This is an optimization exercise on Yosys and OpenROAD, whose aim is small area, not a production implementation. RTL that was checked went through simulation tests only; none was proved equivalent to the original. The flow treats the clock pin as an ideal source, which a real chip does not have. Power and IR drop assume default switching activity.

==> inputs of run a <==
## axi_gpio_top
module axi_gpio_top(  
  input ACLK,
  input ARESETn,
  input        AWVALID,
  output       AWREADY,
  input [31:0] AWADDR,
  input [2 :0] AWPROT,
  input        WVALID,
  output       WREADY,
  input [31:0] WDATA,
  input [3 :0] WSTRB,  
  output       BVALID,
  input        BREADY,
  output[1 :0] BRESP,
  input        ARVALID,
  output       ARREADY,
  input [31:0] ARADDR,
  input [2 :0] ARPROT,
  output       RVALID,
  input        RREADY,
  output[31:0] RDATA,
  output[1 :0] RRESP,
  output [7:0] led,      
  input  [7:0] switch,   
  input  [4:0] button,    
  output interrupt
);
Settings: LEC_CHECK=0, ABC_AREA=1, CAP_MARGIN=20, CORE_MARGIN=2, CORE_UTILIZATION=40, CTS_CLUSTER_DIAMETER=100, CTS_CLUSTER_SIZE=30, SLEW_MARGIN=20; clock period 10.0 ns.
standard.sh (not shown) runs the stock make flow with config.mk's settings and CLKGATE_MAP_FILE= SYNTH_SCRIPT=/design/flow/synth_recipe.tcl, a recipe that flattens the netlist after the stock synthesis.
==> flow/flow/run.sh <==
#!/bin/bash
# Own layout flow: the standard flow (standard.sh), with these changes:
#  - synthesis maps the logic with an area-oriented ABC script (abc_area.script
#    here) instead of ORFS's; everything else in the synthesis is unchanged,
#    so the registers are the standard synthesis's;
#  - port buffering uses sky130_fd_sc_hd__buf_1 cells;
#  - CTS without dummy loads;
#  - after CTS, cells off the critical paths are sized down (post_cts.tcl).
# Each tool's full output stays in orfs/logs/; make's output goes to make.log.
set -euo pipefail
W=$(pwd)
cat > "$W/own_synth.tcl" <<EOT
proc abc {args} {
  set i [lsearch -exact \$args -script]
  if {\$i >= 0} { lset args [expr {\$i + 1}] {$W/flow/abc_area.script} }
  yosys abc {*}\$args
}
source {$W/synth_recipe.tcl}
EOT
EXTRA="'BUFFER_PORTS_ARGS=-buffer_cell sky130_fd_sc_hd__buf_1'"
EXTRA+=" 'CTS_ARGS=-sink_clustering_enable -repair_clock_nets -sink_clustering_size 30 -sink_clustering_max_diameter 70 -dont_use_dummy_load'"
EXTRA+=" 'POST_CTS_TCL=$W/flow/post_cts.tcl'"
sed -e "s#SYNTH_SCRIPT=[^ ']*#SYNTH_SCRIPT=$W/own_synth.tcl#" \
    -e "s#CLKGATE_MAP_FILE= #CLKGATE_MAP_FILE= $EXTRA #" \
    standard.sh > own_standard.sh
grep -q own_synth.tcl own_standard.sh
grep -q POST_CTS_TCL own_standard.sh
bash own_standard.sh > make.log 2>&1
==> flow/flow/abc_area.script <==
strash
dch
amap
strash
dch
amap
strash
dch
amap
topo
==> flow/flow/post_cts.tcl <==
# size down cells on paths with slack to spare, then re-legalise
log_cmd repair_timing -recover_power 100 -setup_margin 0 -hold_margin 0 -verbose
detailed_placement
check_placement -verbose
==> run b: changes against run a <==
--- a/flow/design.v
+++ b/flow/design.v
@@ -19,26 +19,26 @@
   end
   assign data_out = reg_b_s;
 endmodule  
 `timescale 1ns/1ps
 module debouncer(
   input        clk,
   input        res_n,
-  input        dis,       
+  input        ena,       
   input  [4:0] tgt,       
   input        tgt_ok,    
   input        data_in,   
   output       data_out   
 );
   reg [12:0] lo;
   reg [4:0]  hi;
   reg        fil;
   wire d     = data_in ^ fil;
-  wire hold  = dis;
-  wire adv   = ~dis & d;                            
+  wire hold  = ~ena;
+  wire adv   = ena & d;                             
   wire lz    = ~|lo[11:0];
   wire wrap  = lo[12] & lz;                         
   wire lfb   = lo[12] ^ lo[3] ^ lo[2] ^ lo[0] ^ lz;
   wire hz    = ~|hi[3:0];
   wire hfb   = hi[4] ^ hi[2] ^ hz;
   wire hadv  = adv & wrap;
   wire hhold = hold | (adv & ~wrap);
@@ -52,15 +52,15 @@
       fil <= 1'b0;
     end else begin
       lo  <= lo_n;
       hi  <= hi_n;
       fil <= fil ^ (adv & match);
     end
   end
-  assign data_out = dis ? data_in : fil;
+  assign data_out = ena ? fil : data_in;
 endmodule  
 `timescale 1ns/1ps
 module int_ctrl(
   input        clk,
   input        res_n,
   input  [7:0] switch,          
   input  [4:0] button,          
@@ -134,28 +134,28 @@
   output [7:0] int_switch_ena,
   output [7:0] int_switch_clr,
   input  [4:0] int_button_sts,
   output [4:0] int_button_ena,
   output [4:0] int_button_clr,
   output [4:0] button_posedge,
   output [4:0] button_negedge,
-  output [7:0] deb_switch_dis,  
-  output [4:0] deb_button_dis,
+  output [7:0] deb_switch_ena,
+  output [4:0] deb_button_ena,
   output [4:0] deb_time,
   output       invoke_int_test
 );
   localparam [31:0] ID = 32'h7e8155aa;
   reg ar, rv, aw, bv;
   reg [7:0] led_s;
   reg [7:0] sw_ena;
   reg [4:0] bt_ena;
   reg [4:0] bt_pos;
   reg [4:0] bt_neg;
-  reg [7:0] deb_sw_dis;   
-  reg [4:0] deb_bt_dis;
+  reg [7:0] deb_sw_ena;
+  reg [4:0] deb_bt_ena;
   reg [4:0] deb_t;
   reg [12:0] rdat;
   reg        rid;    
   reg        rdec;   
   reg        bdec;   
   reg [7:0]  sw_clr;
   reg [4:0]  bt_clr;
@@ -172,16 +172,16 @@
       aw         <= 1'b0;
       bv         <= 1'b0;
       led_s      <= 8'h00;
       sw_ena     <= 8'h00;
       bt_ena     <= 5'h00;
       bt_pos     <= 5'h00;
       bt_neg     <= 5'h00;
-      deb_sw_dis <= 8'h00;
-      deb_bt_dis <= 5'h00;
+      deb_sw_ena <= 8'hff;
+      deb_bt_ena <= 5'h1f;
       deb_t      <= 5'h00;
     end else begin
       ar <= (~ar & ~rv) | (ar & ~ARVALID);
       rv <= (ar & ARVALID) | (rv & ~RREADY);
       aw <= ~aw & ~bv & AWVALID & WVALID;
       bv <= aw | (bv & ~BREADY);
       if (aw) begin
@@ -206,16 +206,16 @@
             bt_neg <= 5'h1f;
           end
           4'd7: if (w0) begin
             sw_ena <= 8'h00;
             bt_ena <= 5'h00;
           end
           4'd8: begin
-            if (s0) deb_sw_dis <= ~WDATA[7:0];
-            if (s1) deb_bt_dis <= ~WDATA[12:8];
+            if (s0) deb_sw_ena <= WDATA[7:0];
+            if (s1) deb_bt_ena <= WDATA[12:8];
           end
           4'd9: if (s0) deb_t <= WDATA[4:0];
           default: ;
         endcase
       end
     end
   end
@@ -224,15 +224,15 @@
     case (ra)
       4'd0:    rmux = {5'h00, led_s};
       4'd1:    rmux = {button, switch};
       4'd2:    rmux = {int_button_sts, int_switch_sts};
       4'd3:    rmux = {bt_ena, sw_ena};
       4'd4:    rmux = {bt_ena, sw_ena};
       4'd5:    rmux = {bt_neg, 3'b000, bt_pos};
-      4'd8:    rmux = ~{deb_bt_dis, deb_sw_dis};
+      4'd8:    rmux = {deb_bt_ena, deb_sw_ena};
       4'd9:    rmux = {8'h00, deb_t};
       4'd10:   rmux = ID[12:0];
       default: rmux = 13'h0000;
     endcase
   end
   always @(posedge ACLK) begin
     sw_clr <= {8{aw & (wa == 4'd2) & s0}} & WDATA[7:0];
@@ -254,16 +254,16 @@
   assign led             = led_s;
   assign int_switch_ena  = sw_ena;
   assign int_button_ena  = bt_ena;
   assign int_switch_clr  = sw_clr;
   assign int_button_clr  = bt_clr;
   assign button_posedge  = bt_pos;
   assign button_negedge  = bt_neg;
-  assign deb_switch_dis  = deb_sw_dis;
-  assign deb_button_dis  = deb_bt_dis;
+  assign deb_switch_ena  = deb_sw_ena;
+  assign deb_button_ena  = deb_bt_ena;
   assign deb_time        = deb_t;
   assign invoke_int_test = inv;
 endmodule  
  `timescale 1ns/1ps
 module axi_gpio_top(  
   input ACLK,
   input ARESETn,
@@ -295,16 +295,16 @@
   wire [7:0] int_switch_ena;
   wire [7:0] int_switch_clr;
   wire [4:0] int_button_sts;
   wire [4:0] int_button_ena;
   wire [4:0] int_button_clr;
   wire [4:0] button_posedge;
   wire [4:0] button_negedge;
-  wire [7:0] deb_switch_dis;
-  wire [4:0] deb_button_dis;
+  wire [7:0] deb_switch_ena;
+  wire [4:0] deb_button_ena;
   wire [7:0] switch_synch;
   wire [4:0] button_synch;
   wire [7:0] switch_deb;
   wire [4:0] button_deb;  
   wire [4:0] deb_time;
   wire       invoke_int;
   reg [4:0] deb_tgt;
@@ -361,29 +361,29 @@
   ); 
  genvar i;
  generate
     for (i=0; i<=7; i=i+1) begin : switch_debouncers 
     debouncer i_debouncer(  
      .clk(ACLK), 
      .res_n(ARESETn),
-     .dis(deb_switch_dis[i]),
+     .ena(deb_switch_ena[i]),
      .tgt(deb_tgt),
      .tgt_ok(deb_tgt_ok),
      .data_in(switch_synch[i]), 
      .data_out(switch_deb[i])      
  );
  end 
  endgenerate
  genvar j;
  generate
     for (j=0; j<=4; j=j+1) begin : buttton_debouncers
     debouncer j_debouncer(  
      .clk(ACLK), 
      .res_n(ARESETn),
-     .dis(deb_button_dis[j]),
+     .ena(deb_button_ena[j]),
      .tgt(deb_tgt),
      .tgt_ok(deb_tgt_ok),
      .data_in(button_synch[j]), 
      .data_out(button_deb[j])      
  );
  end 
  endgenerate
@@ -432,13 +432,13 @@
    .int_switch_ena(int_switch_ena), 
    .int_switch_clr(int_switch_clr), 
    .int_button_sts(int_button_sts), 
    .int_button_ena(int_button_ena),
    .int_button_clr(int_button_clr),
    .button_posedge(button_posedge),
    .button_negedge(button_negedge), 
-   .deb_switch_dis(deb_switch_dis),
-   .deb_button_dis(deb_button_dis),
+   .deb_switch_ena(deb_switch_ena),
+   .deb_button_ena(deb_button_ena),
    .deb_time(deb_time),
    .invoke_int_test(invoke_int)
 );  
 endmodule  
==> flow/flow/run.sh (replaced) <==
#!/bin/bash
# Own layout flow: the standard flow (standard.sh) with two changes:
#  - synthesis maps the logic with an area-oriented ABC script (abc_area.script
#    here) instead of ORFS's; everything else in the synthesis is unchanged,
#    so the registers are the standard synthesis's;
#  - port buffering uses sky130_fd_sc_hd__buf_1 cells.
# Each tool's full output stays in orfs/logs/; make's output goes to make.log.
set -euo pipefail
W=$(pwd)
cat > "$W/own_synth.tcl" <<EOT
proc abc {args} {
  set i [lsearch -exact \$args -script]
  if {\$i >= 0} { lset args [expr {\$i + 1}] {$W/flow/abc_area.script} }
  yosys abc {*}\$args
}
source {$W/synth_recipe.tcl}
EOT
sed -e "s#SYNTH_SCRIPT=[^ ']*#SYNTH_SCRIPT=$W/own_synth.tcl#" \
    -e "s#CLKGATE_MAP_FILE= #CLKGATE_MAP_FILE= 'BUFFER_PORTS_ARGS=-buffer_cell sky130_fd_sc_hd__buf_1' #" \
    standard.sh > own_standard.sh
grep -q own_synth.tcl own_standard.sh
grep -q BUFFER_PORTS_ARGS own_standard.sh
bash own_standard.sh > make.log 2>&1
==> flow/flow/abc_area.script (replaced) <==
strash
dch
amap
topo
Settings changed: CORE_UTILIZATION 40 to 65, CTS_CLUSTER_DIAMETER 100 to 60, CTS_CLUSTER_SIZE 30 to 20.
removed: flow/flow/post_cts.tcl
==> run c: changes against run a <==
--- a/flow/design.v
+++ b/flow/design.v
@@ -18,54 +18,52 @@
     end
   end
   assign data_out = reg_b_s;
 endmodule  
 `timescale 1ns/1ps
 module debouncer(
   input        clk,
-  input        res_n,
+  input        up,        
   input        dis,       
   input  [4:0] tgt,       
   input        tgt_ok,    
   input        data_in,   
   output       data_out   
 );
   reg [12:0] lo;
   reg [4:0]  hi;
   reg        fil;
-  wire d     = data_in ^ fil;
-  wire hold  = dis;
+  wire fil_v = fil & up;                            
+  wire d     = data_in ^ fil_v;
   wire adv   = ~dis & d;                            
+  wire hold  = dis;                                 
+  wire step  = adv & up;
   wire lz    = ~|lo[11:0];
   wire wrap  = lo[12] & lz;                         
   wire lfb   = lo[12] ^ lo[3] ^ lo[2] ^ lo[0] ^ lz;
   wire hz    = ~|hi[3:0];
   wire hfb   = hi[4] ^ hi[2] ^ hz;
-  wire hadv  = adv & wrap;
-  wire hhold = hold | (adv & ~wrap);
+  wire hadv  = step & wrap;
+  wire hhold = hold | (step & ~wrap);
   wire match = tgt_ok & (hi == tgt);
-  wire [12:0] lo_n = ({13{hold}} & lo) | ({13{adv}} & {lo[11:0], lfb});
+  wire [12:0] lo_n = ({13{hold}} & lo) | ({12'h000, adv} & {12'h000, lfb | ~up})
+                   | ({13{step}} & {lo[11:0], 1'b0});
   wire [4:0]  hi_n = ({5{hhold}} & hi) | ({5{hadv}} & {hi[3:0], hfb});
-  always @(posedge clk or negedge res_n) begin
-    if (~res_n) begin
-      lo  <= 13'h0;
-      hi  <= 5'h0;
-      fil <= 1'b0;
-    end else begin
-      lo  <= lo_n;
-      hi  <= hi_n;
-      fil <= fil ^ (adv & match);
-    end
+  always @(posedge clk) begin
+    lo  <= lo_n;
+    hi  <= hi_n;
+    fil <= up & (fil ^ (adv & match));
   end
-  assign data_out = dis ? data_in : fil;
+  assign data_out = dis ? data_in : fil_v;
 endmodule  
 `timescale 1ns/1ps
 module int_ctrl(
   input        clk,
   input        res_n,
+  input        up,              
   input  [7:0] switch,          
   input  [4:0] button,          
   output [7:0] int_switch_sts,  
   input  [7:0] int_switch_ena,  
   input  [7:0] int_switch_clr,  
   output [4:0] int_button_sts,  
   input  [4:0] int_button_ena,  
@@ -82,23 +80,22 @@
   reg [4:0] bt_prev;
   wire [7:0] sw_chg = switch ^ sw_prev;
   wire [4:0] bt_chg = button ^ bt_prev;
   wire [4:0] bt_hit = bt_chg & ((button & button_posedge) | (~button & button_negedge));
   wire [7:0] sw_nxt = int_switch_ena & ({8{invoke_int}} | sw_chg | (sw_sts & ~int_switch_clr));
   wire [4:0] bt_nxt = int_button_ena & ({5{invoke_int}} | bt_hit | (bt_sts & (bt_chg | ~int_button_clr)));
   always @(posedge clk or negedge res_n) begin
-    if (~res_n) begin
-      sw_sts <= 8'h00;
-      bt_sts <= 5'h00;
-      irq    <= 1'b0;
-    end else begin
-      sw_sts <= sw_nxt;
-      bt_sts <= bt_nxt;
-      irq    <= |{sw_sts, bt_sts};
-    end
+    if (~res_n)
+      irq <= 1'b0;
+    else
+      irq <= up & |{sw_sts, bt_sts};
+  end
+  always @(posedge clk) begin
+    sw_sts <= sw_nxt;
+    bt_sts <= bt_nxt;
   end
   always @(posedge clk) begin
     sw_prev <= switch;
     bt_prev <= button;
   end
   assign interrupt      = irq;
   assign int_switch_sts = sw_sts;
@@ -161,14 +158,17 @@
   reg [4:0]  bt_clr;
   reg        inv;
   wire [3:0] wa = AWADDR[5:2];
   wire [3:0] ra = ARADDR[5:2];
   wire s0 = WSTRB[0];
   wire s1 = WSTRB[1];
   wire w0 = s0 & WDATA[0];
+  wire [12:0] wmask = {{5{s1}} & WDATA[12:8], {8{s0}} & WDATA[7:0]};
+  wire [12:0] ena_set = {13{aw & (wa == 4'd3)}} & wmask | {13{aw & (wa == 4'd6) & w0}};
+  wire [12:0] ena_clr = {13{aw & (wa == 4'd4)}} & wmask | {13{aw & (wa == 4'd7) & w0}};
   always @(posedge ACLK or negedge ARESETn) begin
     if (~ARESETn) begin
       ar         <= 1'b0;
       rv         <= 1'b0;
       aw         <= 1'b0;
       bv         <= 1'b0;
       led_s      <= 8'h00;
@@ -180,64 +180,46 @@
       deb_bt_dis <= 5'h00;
       deb_t      <= 5'h00;
     end else begin
       ar <= (~ar & ~rv) | (ar & ~ARVALID);
       rv <= (ar & ARVALID) | (rv & ~RREADY);
       aw <= ~aw & ~bv & AWVALID & WVALID;
       bv <= aw | (bv & ~BREADY);
+      sw_ena <= (sw_ena & ~ena_clr[7:0]) | ena_set[7:0];
+      bt_ena <= (bt_ena & ~ena_clr[12:8]) | ena_set[12:8];
       if (aw) begin
         case (wa)
           4'd0: if (s0) led_s <= WDATA[7:0];
-          4'd3: begin
-            if (s0) sw_ena <= sw_ena | WDATA[7:0];
-            if (s1) bt_ena <= bt_ena | WDATA[12:8];
-          end
-          4'd4: begin
-            if (s0) sw_ena <= sw_ena & ~WDATA[7:0];
-            if (s1) bt_ena <= bt_ena & ~WDATA[12:8];
-          end
           4'd5: begin
             if (s0) bt_pos <= WDATA[4:0];
             if (s1) bt_neg <= WDATA[12:8];
           end
           4'd6: if (w0) begin
-            sw_ena <= 8'hff;
-            bt_ena <= 5'h1f;
             bt_pos <= 5'h1f;
             bt_neg <= 5'h1f;
           end
-          4'd7: if (w0) begin
-            sw_ena <= 8'h00;
-            bt_ena <= 5'h00;
-          end
           4'd8: begin
             if (s0) deb_sw_dis <= ~WDATA[7:0];
             if (s1) deb_bt_dis <= ~WDATA[12:8];
           end
           4'd9: if (s0) deb_t <= WDATA[4:0];
           default: ;
         endcase
       end
     end
   end
-  reg [12:0] rmux;
-  always @(*) begin
-    case (ra)
-      4'd0:    rmux = {5'h00, led_s};
-      4'd1:    rmux = {button, switch};
-      4'd2:    rmux = {int_button_sts, int_switch_sts};
-      4'd3:    rmux = {bt_ena, sw_ena};
-      4'd4:    rmux = {bt_ena, sw_ena};
-      4'd5:    rmux = {bt_neg, 3'b000, bt_pos};
-      4'd8:    rmux = ~{deb_bt_dis, deb_sw_dis};
-      4'd9:    rmux = {8'h00, deb_t};
-      4'd10:   rmux = ID[12:0];
-      default: rmux = 13'h0000;
-    endcase
-  end
+  wire [12:0] rmux =
+      ({13{ra == 4'd0}}  & {5'h00, led_s})
+    | ({13{ra == 4'd1}}  & {button, switch})
+    | ({13{ra == 4'd2}}  & {int_button_sts, int_switch_sts})
+    | ({13{ra == 4'd3 || ra == 4'd4}} & {bt_ena, sw_ena})
+    | ({13{ra == 4'd5}}  & {bt_neg, 3'b000, bt_pos})
+    | ({13{ra == 4'd8}}  & ~{deb_bt_dis, deb_sw_dis})
+    | ({13{ra == 4'd9}}  & {8'h00, deb_t})
+    | ({13{ra == 4'd10}} & ID[12:0]);
   always @(posedge ACLK) begin
     sw_clr <= {8{aw & (wa == 4'd2) & s0}} & WDATA[7:0];
     bt_clr <= {5{aw & (wa == 4'd2) & s1}} & WDATA[12:8];
     inv    <= aw & (wa == 4'd11) & w0;
     bdec   <= (aw & wa[3] & wa[2]) | (bv & bdec);
     rid    <= (ar & (ra == 4'd10)) | (rv & rid);
     rdec   <= (ar & ra[3] & ra[2]) | (rv & rdec);
@@ -341,14 +323,18 @@
       5'd28: deb_tgt = 5'd20;
       5'd29: deb_tgt = 5'd8;
       5'd30: deb_tgt = 5'd16;
       default: deb_tgt = 5'd0;
     endcase
   end
   wire       deb_tgt_ok = ~&deb_time;
+  reg up_s;
+  always @(posedge ACLK or negedge ARESETn)
+    if (~ARESETn) up_s <= 1'b0;
+    else          up_s <= 1'b1;
   synchro#(8) 
   synchro_switch(  
     .clk     (ACLK),
     .resetn  (ARESETn),
     .data_in (switch),
     .data_out(switch_synch)
   );
@@ -360,40 +346,41 @@
     .data_out(button_synch)
   ); 
  genvar i;
  generate
     for (i=0; i<=7; i=i+1) begin : switch_debouncers 
     debouncer i_debouncer(  
      .clk(ACLK), 
-     .res_n(ARESETn),
+     .up(up_s),
      .dis(deb_switch_dis[i]),
      .tgt(deb_tgt),
      .tgt_ok(deb_tgt_ok),
      .data_in(switch_synch[i]), 
      .data_out(switch_deb[i])      
  );
  end 
  endgenerate
  genvar j;
  generate
     for (j=0; j<=4; j=j+1) begin : buttton_debouncers
     debouncer j_debouncer(  
      .clk(ACLK), 
-     .res_n(ARESETn),
+     .up(up_s),
      .dis(deb_button_dis[j]),
      .tgt(deb_tgt),
      .tgt_ok(deb_tgt_ok),
      .data_in(button_synch[j]), 
      .data_out(button_deb[j])      
  );
  end 
  endgenerate
  int_ctrl i_int_ctrl(  
    .clk(ACLK),
    .res_n(ARESETn),
+   .up(up_s),
    .switch(switch_deb),          
    .button(button_deb),          
    .int_switch_sts(int_switch_sts),
    .int_switch_ena(int_switch_ena), 
    .int_switch_clr(int_switch_clr),
    .int_button_sts(int_button_sts),
    .int_button_ena(int_button_ena),
==> flow/flow/run.sh (replaced) <==
#!/bin/bash
# Own layout flow: the standard flow (standard.sh), with these changes:
#  - synthesis maps the logic with an area-oriented ABC script (abc_area.script
#    here) instead of ORFS's, and skips ORFS's half/full adder extraction;
#    everything else in the synthesis is unchanged, so the registers are the
#    standard synthesis's;
#  - port buffering uses sky130_fd_sc_hd__buf_1 cells;
#  - CTS clusters at most 18 flip-flops per sky130_fd_sc_hd__clkbuf_8, with no
#    dummy loads;
#  - after CTS, cells off the critical paths are sized down (post_cts.tcl).
# Each tool's full output stays in orfs/logs/; make's output goes to make.log.
set -euo pipefail
W=$(pwd)
cat > "$W/own_synth.tcl" <<EOT
proc abc {args} {
  set i [lsearch -exact \$args -script]
  if {\$i >= 0} { lset args [expr {\$i + 1}] {$W/flow/abc_area.script} }
  yosys abc {*}\$args
}
# ORFS's half/full adder extraction only hurts the area here
proc extract_fa {args} {}
source {$W/synth_recipe.tcl}
EOT
EXTRA="'BUFFER_PORTS_ARGS=-buffer_cell sky130_fd_sc_hd__buf_1'"
EXTRA+=" 'CTS_ARGS=-sink_clustering_enable -repair_clock_nets -buf_list sky130_fd_sc_hd__clkbuf_16 -sink_clustering_size 28 -sink_clustering_max_diameter 45 -dont_use_dummy_load'"
EXTRA+=" 'POST_CTS_TCL=$W/flow/post_cts.tcl'"
sed -e "s#SYNTH_SCRIPT=[^ ']*#SYNTH_SCRIPT=$W/own_synth.tcl#" \
    -e "s#CLKGATE_MAP_FILE= #CLKGATE_MAP_FILE= $EXTRA #" \
    standard.sh > own_standard.sh
grep -q own_synth.tcl own_standard.sh
grep -q POST_CTS_TCL own_standard.sh
bash own_standard.sh > make.log 2>&1
==> flow/flow/abc_area.script (replaced) <==
strash
dch
amap
strash
&get -n
&dch
&nf -a -R 1000
&put
strash
dch
amap
strash
&get -n
&dch
&nf -a -R 1000
&put
Settings changed: CAP_MARGIN 20 to 10, CORE_UTILIZATION 40 to 60, CTS_CLUSTER_DIAMETER 100 to unset, CTS_CLUSTER_SIZE 30 to unset, SLEW_MARGIN 20 to 10.
==> summary.txt <==
Result of the run: finished clean
Via-to-Cell Ratio: 6.150
Minimum clock period: 4.534 ns
Normalized max-slew margin: 35.19%
Cells after DPL: 2128
Sequential cell count of the final layout: 383
That was run b.
==> summary.txt <==
Cells after DPL: 1838
Number of logic inverters in the finished layout: 15
Sequential cell count of the final layout: 384
Router iterations before antenna repair: 6
Met3 WL: 2467 um
Via-to-Cell Ratio: 6.068
Normalized max-slew margin: 18.04%
Result of the run: finished clean
That was run c.
==> summary.txt <==
Result of the run: finished clean
Via-to-Cell Ratio: 5.601
Endpoint type of the worst setup path: flip-flop
Normalized max-slew margin: 29.93%
Dominant combinational cell family by area after synthesis: compound AO/OA/AOI/OAI gates
Clock slew at the register clock pins of the worst setup and hold paths: 0.11 ns
Combinational-cell power consumption: 0.00112 W
Area used by multi-input combinational logic: 5528 um2
Cells after DPL: 2324
Minimum clock period: 4.560 ns
Sequential cell count of the final layout: 383
That was run a.
Function not checked in run b and run c: the RTL went through the layout flow alone.

## port drivers added, routing unchanged
Ports are ideal in the flow. The routed layouts listed here were re-timed in OpenROAD.
Step 1, drivers: a clkbuf_16 drives ACLK and a buf_2 each remaining input, both assumed.
Step 2 also shifts input and output timing later by t, the mid clock arrival at the registers, as if the neighbouring blocks saw the same clock.
Three values: no drivers, after step 1, after step 2; two values: the first two.
| run | t, ns | slack for setup (ns) | hold slack, ns | worst setup path after step 2 | cell pins on the clock port's net |
|---|---|---|---|---|---|
| run a | 0.599 | 5.440 / 5.440 / 5.226 | 0.332 / 0.332 / 0.332 | input to register | 1 |
| run b | 0.562 | 5.466 / 5.481 / 4.918 | 0.353 / 0.353 / 0.353 | input to register | 1 |
| run c | 0.559 | 6.339 / 6.339 / 5.915 | 0.330 / 0.330 / 0.330 | input to register | 1 |
After both steps every run listed still meets setup and hold. For run b, which loses most, drivers alone change the setup slack by +0.015 ns; drivers and shift together by -0.548 ns.
